Source: an optimization exercise on an open RTL-to-GDS flow (aim: small area). Production flows keep margins and buffers that such runs may drop.
Only simulation tests tie the RTL to the original design; equivalence was not proved.
Power figures rest on the tool's default switching activity, not on a simulated workload.

<file path="design.v">
`timescale 1ns / 1ps
module DOWN_CNT #(
  parameter MODULO = 10,
  parameter INIT_VAL = MODULO - 1,
  parameter BITS_NUM = $clog2(MODULO < INIT_VAL ? INIT_VAL : MODULO)
) (
  input CLK,
  input CLR,
  input CE,
  output reg [BITS_NUM-1:0] Q,
  output CEO
);
  always @(posedge CLK or posedge CLR) begin
    if (CLR)
      Q <= INIT_VAL;
    else begin
      if (CE) begin
        if ((|Q))
          Q <= Q - 1;
        else
          Q <= MODULO - 1;
      end
    end
  end
  assign CEO = CE & (~|Q);
endmodule
`timescale 1ns / 1ps
module SWITCH_DEBOUNCER #(
  parameter BITS_NUM = 4,
  parameter REPEAT_PRESC_CNT_MODULO = 100,
  parameter REPEAT_START_DELAY = REPEAT_PRESC_CNT_MODULO - 1
) (
  input CLK, 
  input CLR, 
  input CE,
  input REP_CE,
  input S_IN, 
  output KEY_EN, 
  output KEY_UP
);
  reg [BITS_NUM-1:0] P_OUT;
  wire repeat_presc_cnt_ceo;
  wire key_up_loc;
  wire key_up_repeat;
  localparam REP_BITS_NUM = $clog2(REPEAT_PRESC_CNT_MODULO < REPEAT_START_DELAY ? REPEAT_START_DELAY : REPEAT_PRESC_CNT_MODULO);
  reg [REP_BITS_NUM-1:0] repeat_presc_cnt_q;
  always @(posedge CLK or posedge CLR) begin
    if (CLR)
      repeat_presc_cnt_q <= REPEAT_START_DELAY;
    else begin
      if (key_up_loc)
        repeat_presc_cnt_q <= REPEAT_START_DELAY;  
      else if (REP_CE) begin
        if (|repeat_presc_cnt_q)
          repeat_presc_cnt_q <= repeat_presc_cnt_q - 1;
        else
          repeat_presc_cnt_q <= REPEAT_PRESC_CNT_MODULO - 1;
      end
    end
  end
  assign repeat_presc_cnt_ceo = REP_CE & (~|repeat_presc_cnt_q);
  always @(posedge CLK or posedge CLR) begin
    if (CLR)
      P_OUT <= {BITS_NUM{1'b0}};
    else begin
      if (CE)
        P_OUT <= {P_OUT[BITS_NUM-2:0], S_IN};  
    end
  end
  assign key_up_loc = ((&P_OUT[BITS_NUM-2:0]) & ~P_OUT[BITS_NUM-1] & CE); 
  assign key_up_repeat = ((&P_OUT[BITS_NUM-1:0]) & repeat_presc_cnt_ceo);
  assign KEY_UP = (key_up_loc | key_up_repeat);
  assign KEY_EN = (&P_OUT[BITS_NUM-1:0]);
endmodule
`timescale 1ns / 1ps
module RING_CNT #(
  parameter BITS_NUM = 8,
  parameter ACT_STATE = 1'b1
) (
  input CLK,
  input CLR,
  input CE,
  output reg [BITS_NUM-1:0] Q
);    
  always @(posedge CLK or posedge CLR) begin
    if (CLR)
      Q <= {BITS_NUM{~ACT_STATE}};
    else begin
      if (CE) begin
        if (ACT_STATE)
          Q <= {Q[BITS_NUM-2:0], ~|Q[BITS_NUM-2:0]};  
        else
          Q <= {Q[BITS_NUM-2:0], ~&Q[BITS_NUM-2:0]};  
      end
    end
  end
endmodule
`timescale 1ns / 1ps
module HEX_TO_7SEG(
  input [3:0] IN, 
  input DP, 
  output reg [7:0] Q
);
  always @(IN or DP) begin
    case(IN)
      4'h0: Q = {DP, 7'b1000000};
      4'h1: Q = {DP, 7'b1111001};
      4'h2: Q = {DP, 7'b0100100};
      4'h3: Q = {DP, 7'b0110000};
      4'h4: Q = {DP, 7'b0011001};
      4'h5: Q = {DP, 7'b0010010};
      4'h6: Q = {DP, 7'b0000010};
      4'h7: Q = {DP, 7'b1111000};
      4'h8: Q = {DP, 7'b0000000};
      4'h9: Q = {DP, 7'b0010000};
      4'hA: Q = {DP, 7'b0001000};
      4'hB: Q = {DP, 7'b0000011};
      4'hC: Q = {DP, 7'b1000110};
      4'hD: Q = {DP, 7'b0100001};
      4'hE: Q = {DP, 7'b0000110};
      4'hF: Q = {DP, 7'b0001110};
      default: Q = 8'b01111111;
    endcase 
  end
endmodule
`timescale 1ns / 1ps
module DISP_7SEG_DRV(
  input CLK, 
  input CLR, 
  input CE, 
  input [7:0] E,
  input [7:0] DP,
  input [31:0] IN, 
  output [7:0] EO,
  output [7:0] Q
);
  wire [7:0] zero_hot_q;
  reg [3:0] data;
  reg a_dp;
  RING_CNT #(
    .BITS_NUM(8),
    .ACT_STATE(0)
  ) zero_hot (
    .CLK(CLK),
    .CLR(CLR),
    .CE(CE),
    .Q(zero_hot_q)
  );
  HEX_TO_7SEG hex_to_7seg(
    .IN(data),
    .DP(a_dp),
    .Q(Q)
  );
  always @(posedge CLK) begin
    case (zero_hot_q)
      8'b11111110 : {a_dp, data} = {~DP[0], IN[3:0]};
      8'b11111101 : {a_dp, data} = {~DP[1], IN[7:4]};
      8'b11111011 : {a_dp, data} = {~DP[2], IN[11:8]};
      8'b11110111 : {a_dp, data} = {~DP[3], IN[15:12]};
      8'b11101111 : {a_dp, data} = {~DP[4], IN[19:16]};
      8'b11011111 : {a_dp, data} = {~DP[5], IN[23:20]};
      8'b10111111 : {a_dp, data} = {~DP[6], IN[27:24]};
      8'b01111111 : {a_dp, data} = {~DP[7], IN[31:28]};
      default: {a_dp, data} = {1'b0, 4'b1111};
    endcase
  end
  assign EO = ~(E & ~zero_hot_q);
endmodule
`timescale 1ns / 1ps
module INC_DEC_REG #(
  parameter BITS_NUM = 8
) (
  input CLK,
  input CLR,
  input INC_CE,
  input DEC_CE,
  output reg [BITS_NUM-1:0] Q
);
  always @(posedge CLK or posedge CLR) begin
    if (CLR)
      Q <= {BITS_NUM{1'b0}};
    else begin
      if (INC_CE)
        Q <= Q + 1;
      else if (DEC_CE)
        Q <= Q - 1;
      else
        Q <= Q;
    end
  end
endmodule
`timescale 1ns / 1ps
module DEMUX_1_4 #(
  parameter BITS_NUM = 1
) (
  input [BITS_NUM-1:0] X,
  input [1:0] SEL,
  output reg [BITS_NUM-1:0] Y0,
  output reg [BITS_NUM-1:0] Y1,
  output reg [BITS_NUM-1:0] Y2,
  output reg [BITS_NUM-1:0] Y3
);
  always @(X or SEL)
    case (SEL)
      2'b00   : {Y0, Y1, Y2, Y3} = {X, {3*BITS_NUM{1'b0}}};
      2'b01   : {Y0, Y1, Y2, Y3} = {{BITS_NUM{1'b0}}, X, {2*BITS_NUM{1'b0}}};
      2'b10   : {Y0, Y1, Y2, Y3} = {{2*BITS_NUM{1'b0}}, X, {BITS_NUM{1'b0}}};
      2'b11   : {Y0, Y1, Y2, Y3} = {{3*BITS_NUM{1'b0}}, X};
      default : {Y0, Y1, Y2, Y3} = {4*BITS_NUM{1'b0}};
    endcase
endmodule
`timescale 1ns / 1ps
module PWM_CHANNEL #(
  parameter ACT_STATE = 1,
  parameter FILL_FACTOR_MAX = 255,
  parameter FILL_FACTOR_BITS_NUM = $clog2(FILL_FACTOR_MAX)
) (
  input CLK,
  input CLR,
  input CE,
  input [FILL_FACTOR_BITS_NUM-1:0] FILL_FACTOR,
  output Q
);
  wire [FILL_FACTOR_BITS_NUM-1:0] pwm_cnt_q;
  DOWN_CNT #(
    .MODULO(FILL_FACTOR_MAX),
    .BITS_NUM(FILL_FACTOR_BITS_NUM)
  ) pwm_cnt (
    .CLK(CLK),
    .CLR(CLR),
    .CE(CE),
    .Q(pwm_cnt_q)
  );
  assign Q = ~CLR & (~ACT_STATE ^ (
    (pwm_cnt_q < FILL_FACTOR) | (FILL_FACTOR == FILL_FACTOR_MAX)
  ));
endmodule
`timescale 1ns / 1ps
module RGB_DRIVER #(
  parameter ACT_STATE = 1,
  parameter FILL_FACTOR_MAX = 255,
  parameter FILL_FACTOR_BITS_NUM = $clog2(FILL_FACTOR_MAX)
) (
  input CLK,
  input CLR,
  input CE,
  input [FILL_FACTOR_BITS_NUM-1:0] R_FILL_FACTOR,
  input [FILL_FACTOR_BITS_NUM-1:0] G_FILL_FACTOR,
  input [FILL_FACTOR_BITS_NUM-1:0] B_FILL_FACTOR,
  output R,
  output G,
  output B
);
  PWM_CHANNEL #(
    .ACT_STATE(ACT_STATE),
    .FILL_FACTOR_MAX(FILL_FACTOR_MAX)
  ) red_pwm_ch (
    .CLK(CLK),
    .CLR(CLR),
    .CE(CE),
    .FILL_FACTOR(R_FILL_FACTOR),
    .Q(R)
  );
  PWM_CHANNEL #(
    .ACT_STATE(ACT_STATE),
    .FILL_FACTOR_MAX(FILL_FACTOR_MAX)
  ) green_pwm_ch (
    .CLK(CLK),
    .CLR(CLR),
    .CE(CE),
    .FILL_FACTOR(G_FILL_FACTOR),
    .Q(G)
  );
  PWM_CHANNEL #(
    .ACT_STATE(ACT_STATE),
    .FILL_FACTOR_MAX(FILL_FACTOR_MAX)
  ) blue_pwm_ch (
    .CLK(CLK),
    .CLR(CLR),
    .CE(CE),
    .FILL_FACTOR(B_FILL_FACTOR),
    .Q(B)
  );
endmodule
`timescale 1ns / 1ps
module APP (
  input CLK,
  input CLR,
  input CE,
  input BTN_FILL_FACTOR_INC,
  input BTN_FILL_FACTOR_DEC,
  input BTN_SEL_INC,
  input BTN_SEL_DEC,
  output [7:0] DISP_7SEG_DATA,
  output [7:0] DISP_7SEG_EN,
  output RGB_R_CH,
  output RGB_G_CH,
  output RGB_B_CH
);
  parameter FILL_FACTOR_MAX = 255;
  parameter FILL_FACTOR_BITS_NUM = $clog2(FILL_FACTOR_MAX);
  parameter BTN_START_DELAY_MS = 1500;  
  parameter BTN_REPEAT_INTVAL_MS = 70;  
  parameter REFRESH_PRESC_MODULO = 100;  
  parameter RGB_PRESC_MODULO = 2;  
  parameter BLINK_PRESC_MODULO = 50000;  
  wire refresh_disp_btn_ceo;
  wire refresh_rgb_ceo;
  wire [FILL_FACTOR_BITS_NUM-1:0] rgb_r_fill_factor;
  wire [FILL_FACTOR_BITS_NUM-1:0] rgb_g_fill_factor;
  wire [FILL_FACTOR_BITS_NUM-1:0] rgb_b_fill_factor;
  wire btn_fill_fact_inc_act;
  wire btn_fill_fact_inc_ceo;
  wire btn_fill_fact_dec_act;
  wire btn_fill_fact_dec_ceo;
  wire btn_sel_inc_act;
  wire btn_sel_inc_ceo;
  wire btn_sel_dec_act;
  wire btn_sel_dec_ceo;
  wire mod_fill_factor_r_inc_ce;
  wire mod_fill_factor_r_dec_ce;
  wire mod_fill_factor_g_inc_ce;
  wire mod_fill_factor_g_dec_ce;
  wire mod_fill_factor_b_inc_ce;
  wire mod_fill_factor_b_dec_ce;
  wire [1:0] rgb_selected_color;
  wire blink_act_color_ce;
  wire blink_act_color;
  wire blink_act_color_r;
  wire blink_act_color_g;
  wire blink_act_color_b;
  DOWN_CNT #(
    .MODULO(REFRESH_PRESC_MODULO)
  ) refresh_disp_btn_cnt (
    .CLK(CLK),
    .CLR(CLR),
    .CE(CE),
    .CEO(refresh_disp_btn_ceo)
  );
  DOWN_CNT #(
    .MODULO(RGB_PRESC_MODULO)
  ) refresh_rgb_cnt (
    .CLK(CLK),
    .CLR(CLR),
    .CE(CE),
    .CEO(refresh_rgb_ceo)
  );
  DOWN_CNT #(
    .MODULO(BLINK_PRESC_MODULO)
  ) blink_dp_cnt (
    .CLK(CLK),
    .CLR(CLR),
    .CE(CE),
    .CEO(blink_act_color_ce)
  );
  DOWN_CNT #(
    .MODULO(2'd2)
  ) blink_cnt (
    .CLK(CLK),
    .CLR(CLR),
    .CE(blink_act_color_ce),
    .Q(blink_act_color)
  );
  SWITCH_DEBOUNCER #(
    .REPEAT_PRESC_CNT_MODULO(BTN_REPEAT_INTVAL_MS),
    .REPEAT_START_DELAY(BTN_START_DELAY_MS)
  ) btn_fill_fact_inc_debouncer (
    .CLK(CLK),
    .CLR(CLR),
    .CE(refresh_disp_btn_ceo),
    .REP_CE(refresh_disp_btn_ceo),
    .S_IN(BTN_FILL_FACTOR_INC),
    .KEY_EN(btn_fill_fact_inc_act),
    .KEY_UP(btn_fill_fact_inc_ceo)
  );
  SWITCH_DEBOUNCER #(
    .REPEAT_PRESC_CNT_MODULO(BTN_REPEAT_INTVAL_MS),
    .REPEAT_START_DELAY(BTN_START_DELAY_MS)
  ) btn_fill_fact_dec_debouncer (
    .CLK(CLK),
    .CLR(CLR),
    .CE(refresh_disp_btn_ceo),
    .REP_CE(refresh_disp_btn_ceo),
    .S_IN(BTN_FILL_FACTOR_DEC),
    .KEY_EN(btn_fill_fact_dec_act),
    .KEY_UP(btn_fill_fact_dec_ceo)
  );
  SWITCH_DEBOUNCER #(
    .REPEAT_PRESC_CNT_MODULO(BTN_REPEAT_INTVAL_MS),
    .REPEAT_START_DELAY(BTN_START_DELAY_MS)
  ) btn_sel_inc_debouncer (
    .CLK(CLK),
    .CLR(CLR),
    .CE(refresh_disp_btn_ceo),
    .REP_CE(1'b0),
    .S_IN(BTN_SEL_INC),
    .KEY_EN(btn_sel_inc_act),
    .KEY_UP(btn_sel_inc_ceo)
  );
  SWITCH_DEBOUNCER #(
    .REPEAT_PRESC_CNT_MODULO(BTN_REPEAT_INTVAL_MS),
    .REPEAT_START_DELAY(BTN_START_DELAY_MS)
  ) btn_sel_dec_debouncer (
    .CLK(CLK),
    .CLR(CLR),
    .CE(refresh_disp_btn_ceo),
    .REP_CE(1'b0),
    .S_IN(BTN_SEL_DEC),
    .KEY_EN(btn_sel_dec_act),
    .KEY_UP(btn_sel_dec_ceo)
  );
  INC_DEC_REG #(
    .BITS_NUM(2'd2)
  ) rgb_color_sel_reg (
    .CLK(CLK),
    .CLR(CLR),
    .INC_CE(btn_sel_inc_ceo & ~btn_sel_dec_act),
    .DEC_CE(btn_sel_dec_ceo & ~btn_sel_inc_act),
    .Q(rgb_selected_color)
  );
  DEMUX_1_4  #(
    .BITS_NUM(2'd2)
  ) mod_fill_factor_ce_demux (
    .X({btn_fill_fact_inc_ceo & ~btn_fill_fact_dec_act, btn_fill_fact_dec_ceo & ~btn_fill_fact_inc_act}),
    .SEL(rgb_selected_color),
    .Y1({mod_fill_factor_r_inc_ce, mod_fill_factor_r_dec_ce}),
    .Y2({mod_fill_factor_g_inc_ce, mod_fill_factor_g_dec_ce}),
    .Y3({mod_fill_factor_b_inc_ce, mod_fill_factor_b_dec_ce})
  );
  INC_DEC_REG #(
    .BITS_NUM(FILL_FACTOR_BITS_NUM)
  ) rgb_red_fill_factor_reg (
    .CLK(CLK),
    .CLR(CLR),
    .INC_CE(mod_fill_factor_r_inc_ce),
    .DEC_CE(mod_fill_factor_r_dec_ce),
    .Q(rgb_r_fill_factor)
  );
  INC_DEC_REG #(
    .BITS_NUM(FILL_FACTOR_BITS_NUM)
  ) rgb_green_fill_factor_reg (
    .CLK(CLK),
    .CLR(CLR),
    .INC_CE(mod_fill_factor_g_inc_ce),
    .DEC_CE(mod_fill_factor_g_dec_ce),
    .Q(rgb_g_fill_factor)
  );
  INC_DEC_REG #(
    .BITS_NUM(FILL_FACTOR_BITS_NUM)
  ) rgb_blue_fill_factor_reg (
    .CLK(CLK),
    .CLR(CLR),
    .INC_CE(mod_fill_factor_b_inc_ce),
    .DEC_CE(mod_fill_factor_b_dec_ce),
    .Q(rgb_b_fill_factor)
  );
  RGB_DRIVER #(
    .ACT_STATE(1'b1),
    .FILL_FACTOR_MAX(FILL_FACTOR_MAX)
  ) rgb_driver (
    .CLK(CLK),
    .CLR(CLR),
    .CE(refresh_rgb_ceo),
    .R_FILL_FACTOR(rgb_r_fill_factor),
    .G_FILL_FACTOR(rgb_g_fill_factor),
    .B_FILL_FACTOR(rgb_b_fill_factor),
    .R(RGB_R_CH),
    .G(RGB_G_CH),
    .B(RGB_B_CH)
  );
  DEMUX_1_4 blink_act_color_ce_demux (
    .X(blink_act_color),
    .SEL(rgb_selected_color),
    .Y1(blink_act_color_r),
    .Y2(blink_act_color_g),
    .Y3(blink_act_color_b)
  );
  DISP_7SEG_DRV disp_7seg_drv (
    .CLK(CLK),
    .CLR(CLR),
    .CE(refresh_disp_btn_ceo),
    .E(8'b00111111 & {8{CE}}),
    .DP({2'b0, {2{blink_act_color_r}}, {2{blink_act_color_g}}, {2{blink_act_color_b}}}),
    .IN({8'h00, rgb_r_fill_factor, rgb_g_fill_factor, rgb_b_fill_factor}),
    .EO(DISP_7SEG_EN),
    .Q(DISP_7SEG_DATA)
  );
endmodule
</file>
<file path="config.mk">
export PLATFORM = sky130hd
export DESIGN_NAME = APP
export DESIGN_NICKNAME = APP
export VERILOG_FILES = /design/flow/design.v
export SDC_FILE = /design/flow/constraint.sdc
export NUM_CORES = 4
export LEC_CHECK = 0
export CAP_MARGIN = 20
export CORE_MARGIN = 2
export CORE_UTILIZATION = 40
export SLEW_MARGIN = 20
</file>
<file path="run.sh">
#!/bin/bash
# synth_recipe.tcl (not shown) runs the flow's synth.tcl, then flattens the netlist and writes it again
# the make line also repeats each setting of config.mk as NAME=value (left out here)
make -C /OpenROAD-flow-scripts/flow DESIGN_CONFIG=/design/flow/config.mk WORK_HOME=/design/flow/orfs CLKGATE_MAP_FILE= SYNTH_SCRIPT=/design/flow/synth_recipe.tcl finish
</file>
<file path="constraint.sdc">
create_clock -name core_clock -period 10.0 [get_ports {CLK}]
set_input_delay 2.0000 -clock core_clock [delete_from_list [all_inputs] [get_ports {CLK}]]
set_output_delay 2.0000 -clock core_clock [all_outputs]
set_load 0.01 [all_outputs]
</file>
==> flow_summary_export.csv <==
group,metric,value,unit
clocking,cts_setup_buffers,0,
timing,clock.fmax,161,MHz
grt,grt_pass1_wl,27900,um
grt,track_usage,16.9,%
worst_setup_path,path_cells,"clkdlybuf4s50_1 > inv_4 > buf_4 > o21ai_0 > a21oi_1 > clkdlybuf4s50_1",
worst_setup_path,arrival,4.21,ns
synthesis,synth_fa_ha_area_share,10.2,%
routing,wl,16000,um
synthesis,synthSimpleGateAreaFrac,22.2,%
clocking,cts.sinks,126,
synthesis,yosysSeqAreaShare,40.9,%
clocking,cts_hold_buf,0,
place,preCtsSetupSlack,3.72,ns
worst_setup_path,path_buf_inv,4,
pwr,power.density,236,nW/um2
synthesis,synth_top_family_by_area,"simple AND/OR/NAND/NOR gates",
pwr,finalPower,0.00211,W
synthesis,muxShareOfSynthArea,1.66,%
place,place_congestion,0.784,
timing,min_period,6.21,ns
routing,routedWlPerCell,13.7,um
routing,post_drt_via_cell_ratio,5.12,
clocking,cts_tree,"done",
worst_setup_path,crit_path_start_kind,"primary input",
run_status,status,"no timing/DRC/antenna violations",
place,port_buffers,23,
min_path,hp-class,"register to register",
grt,grt_overflow,0,
timing,worst_slack,3.79,ns
clocking,clkLatencyLatePin,0.42,ns
pwr,leakage,3.89,nW
layout,syn2layout_area_growth,14.0,%
floorplan,start_util,40.4,%
pwr,vdd_drop_max,139,uV
synthesis,synthXorXnorAreaFrac,6.16,%
timing,rsz0062_at_grt,"no",
worst_setup_path,cp-startpoint,"CLR",
timing,hold_viol_final,0,
grt,grt_pass1_vias,5733,
worst_setup_path,max_stage_delay,0.57,ns
timing,fin_setup_tns,0,ns
synthesis,syn_inst,866,
routing,vias,5982,
layout,multiInputGateArea,4310,um2
layout,diodes,0,
worst_setup_path,path_delay_family,"buffers and inverters",
layout,drive_above_1_share,13.6,%
clocking,cts_resized,0,
clocking,ctsRootBufferMaster,"clkbuf_16",
synthesis,avgSynthCellArea,9.03,um2
layout,register_area,3200,um2
synthesis,synthFlopType,"dfrtp_1",
worst_setup_path,crit_fanout,45,
clocking,htree_levels,4,
clocking,clk_pin_slew,0.05,ns
timing,max_slew_margin,44.0,%
synthesis,synth-compound-area-share,14.9,%
synthesis,async_flop_share,96.0,%
grt,antenna_found_initial,0,
floorplan,rows,51,
floorplan,die_w,144,um
synthesis,ys_warn_count,13,
worst_setup_path,cp_data_required_time,8.00,ns
worst_setup_path,endpoint_kind,"primary output",
flow_run,drv_cap,0,
synthesis,ys_types,67,
routing,ant_nets,0,
floorplan,die_height,144,um
timing,fin_crit_sh,62.1,%
worst_setup_path,critPathKind,"primary input to primary output",
layout,n_fill_cell,1899,
routing,first_iter_violations,256,
place,hpwl,11300,um
synthesis,synth-seq-cells,126,
routing,drc,0,
clocking,cts_buffer_depth,2,
floorplan,coreArea,19300,um2
worst_setup_path,cp_slowest_cell,"clkdlybuf4s50_1",
floorplan,die-area,20700,um2
timing,slew_violations,0,
floorplan,io_pins,26,
synthesis,synth_edf_count,0,
grt,grt_max_degree,57,
routing,first_pass_iters,5,
layout,nets,959,
synthesis,synth_area,7820,um2
timing,setup_viol,0,
timing,worstMarginPinSlew,0.838,ns
worst_setup_path,path_common_cell,"clkdlybuf4s50_1",
timing,skew,0.00809,ns
clocking,cts_made_buffers,17,
## layer usage
metal / wire length (um) / part of all wire (%) / up-vias / track usage [%]
li1: - / - / 3068 / -
met1: 8100 / 51 / 2847 / 23.4
met2: 7460 / 47 / 58 / 26.6
met3: 355 / 2.2 / 9 / 4.33
met4: 119 / 0.74 / 0 / 3.87
met5: 0 / 0 / - / 0
## per-stage QoR
stage	util, %	hold slack, ns	area, um2	cells
after global routing	46.1	0.501	8910	1168
after CTS	46.1	0.479	8910	1168
after floorplan	-	0.452	7820	867
after global placement	43.0	0.471	8310	1136
after detailed placement	43.0	0.473	8310	1136
final	46.1	0.480	8910	1168
## final cells by class
| class | instances | area share (%) |
|---|---|---|
| Multi-Input combinational cell | 666 | 48.4 |
| Sequential cell | 126 | 35.9 |
| Clock buffer | 23 | 5.59 |
| Tap cell | 265 | 3.72 |
| Timing Repair Buffer | 28 | 3.00 |
| Inverter | 51 | 2.18 |
| Clock inverter | 9 | 1.21 |
## synthesized netlist by cell type, drive strengths merged (3+ instances only)
cell	count	area share (%)
clkbuf	18	0.86
nor3	23	1.5
or3	6	0.48
or4	4	0.43
o31ai	10	0.96
a22oi	10	0.96
o21bai	8	0.77
dfstp	58	19
ha	59	9.4
nand3b	4	0.38
a31oi	10	0.80
fa	3	0.77
dfrtp	63	20
nand2b	16	1.3
xor2	18	2.0
nor3b	3	0.29
dfxtp	5	1.3
inv	51	2.4
nor2	75	3.8
xnor2	37	4.1
nand4	14	1.1
a211oi	4	0.38
a21o	12	1.2
o21ai	53	3.4
buf	6	0.64
and3	5	0.40
a21oi	51	3.3
nor4b	3	0.53
nor2b	16	1.3
nand3	23	1.5
mux2i	4	0.51
nor4	8	1.0
o41ai	4	0.45
o21a	3	0.29
nand2	137	6.7
or2	3	0.24
o211ai	7	0.67
mux2	7	1.2
a41oi	3	0.34
## logic make-up (layout without fill, tap and decap cells)
logic type | Yosys count | count (layout)
buffers and inverters | 75 | 111
muxes | 11 | 11
xor gates and xnor gates | 55 | 55
and+or+nand+nor | 350 | 350
DFF | 126 | 126
AOI/OAI and AO/OA | 186 | 186
other | 1 | 2
adders and majority gates | 62 | 62
## layout by cell type, fill, tap and decap left out, types with 5 or more instances in the layout
cell	n
a21o_1	12
a21oi_1	51
a22oi_1	10
a31oi_1	10
and3_1	5
buf_4	5
clkbuf_16	17
clkbuf_8	5
clkdlybuf4s50_1	23
dfrtp_1	63
dfstp_2	58
dfxtp_1	5
ha_1	59
inv_1	50
nand2_1	136
nand2b_1	16
nand3_1	22
nand4_1	14
nor2_1	73
nor2b_1	16
nor3_1	23
nor4_1	6
o211ai_1	7
o21ai_0	52
o21bai_1	8
o31ai_1	10
or3_1	6
xnor2_1	37
xor2_1	18
## power breakdown
part / switching [W] / internal, W / leakage (nW)
combinational: 0.000301 / 0.000269 / 2.14
clock: 0.000227 / 0.000399 / 0.295
sequential: 0.000179 / 0.000732 / 1.45
## state kept, by name, summed over array words and instances (netlist names)
| signal | cells |
|---|---|
| blink_dp_cnt.Q | 16 |
| btn_fill_fact_dec_debouncer.repeat_presc_cnt_q | 11 |
| btn_fill_fact_inc_debouncer.repeat_presc_cnt_q | 11 |
| disp_7seg_drv.zero_hot.Q | 8 |
| rgb_blue_fill_factor_reg.Q | 8 |
| rgb_driver.blue_pwm_ch.pwm_cnt.Q | 8 |
| rgb_driver.green_pwm_ch.pwm_cnt.Q | 8 |
| rgb_driver.red_pwm_ch.pwm_cnt.Q | 8 |
| rgb_green_fill_factor_reg.Q | 8 |
| rgb_red_fill_factor_reg.Q | 8 |
| refresh_disp_btn_cnt.Q | 7 |
| btn_fill_fact_dec_debouncer.P_OUT | 4 |
| btn_fill_fact_inc_debouncer.P_OUT | 4 |
| btn_sel_dec_debouncer.P_OUT | 4 |
| btn_sel_inc_debouncer.P_OUT | 4 |
| disp_7seg_drv.data | 4 |
| rgb_color_sel_reg.Q | 2 |
| blink_cnt.Q | 1 |
| disp_7seg_drv.a_dp | 1 |
| refresh_rgb_cnt.Q | 1 |
## final timing paths
check,to,slack [ns],cells after the start
max,RGB_B_CH,3.79,6
max in group asynchronous,rgb_color_sel_reg.Q[1],6.90,3
min,register,0.48,2
min in group asynchronous,blink_dp_cnt.Q[4],1.99,2
max reg2reg,rgb_green_fill_factor_reg.Q[7],6.07,13
min reg2reg,register,0.48,2
## tightest hold or removal path, delay by kind of cell, from the launching register on
family / cells / cell delay, ns
AO/OA/AOI/OAI: 1 / 0.06
AND/OR/NAND/NOR: 1 / 0.05
flip-flops: 1 / 0.37

[afterwards: timing with drivers on the ports]
No port has a modelled driver above. Below, the same layout with a new extraction and two added sets of constraints. Step 1 sets driving cells, clkbuf_16 on the clock port and buf_2 on the other inputs (assumed; they add their load-dependent delay and slew). Step 2, shift: input delay + t, output delay - t, t = (earliest + latest rising clock arrival at the registers) / 2. This alone moves slack from input paths to output paths. a / b / c = ideal / step 1 / step 2; a / b = the first two.
shift t [ns]: 0.458
slack for setup (ns): 3.794 / 3.772 / 3.772
worst setup path after step 2: input to output
clock arrival spread, ns: 0.010 / 0.010
worst slew at a driven data input, ns: 0.04
After both steps this run still meets setup and hold. For this run, drivers alone change the setup slack by -0.022 ns; drivers and shift together by -0.022 ns.
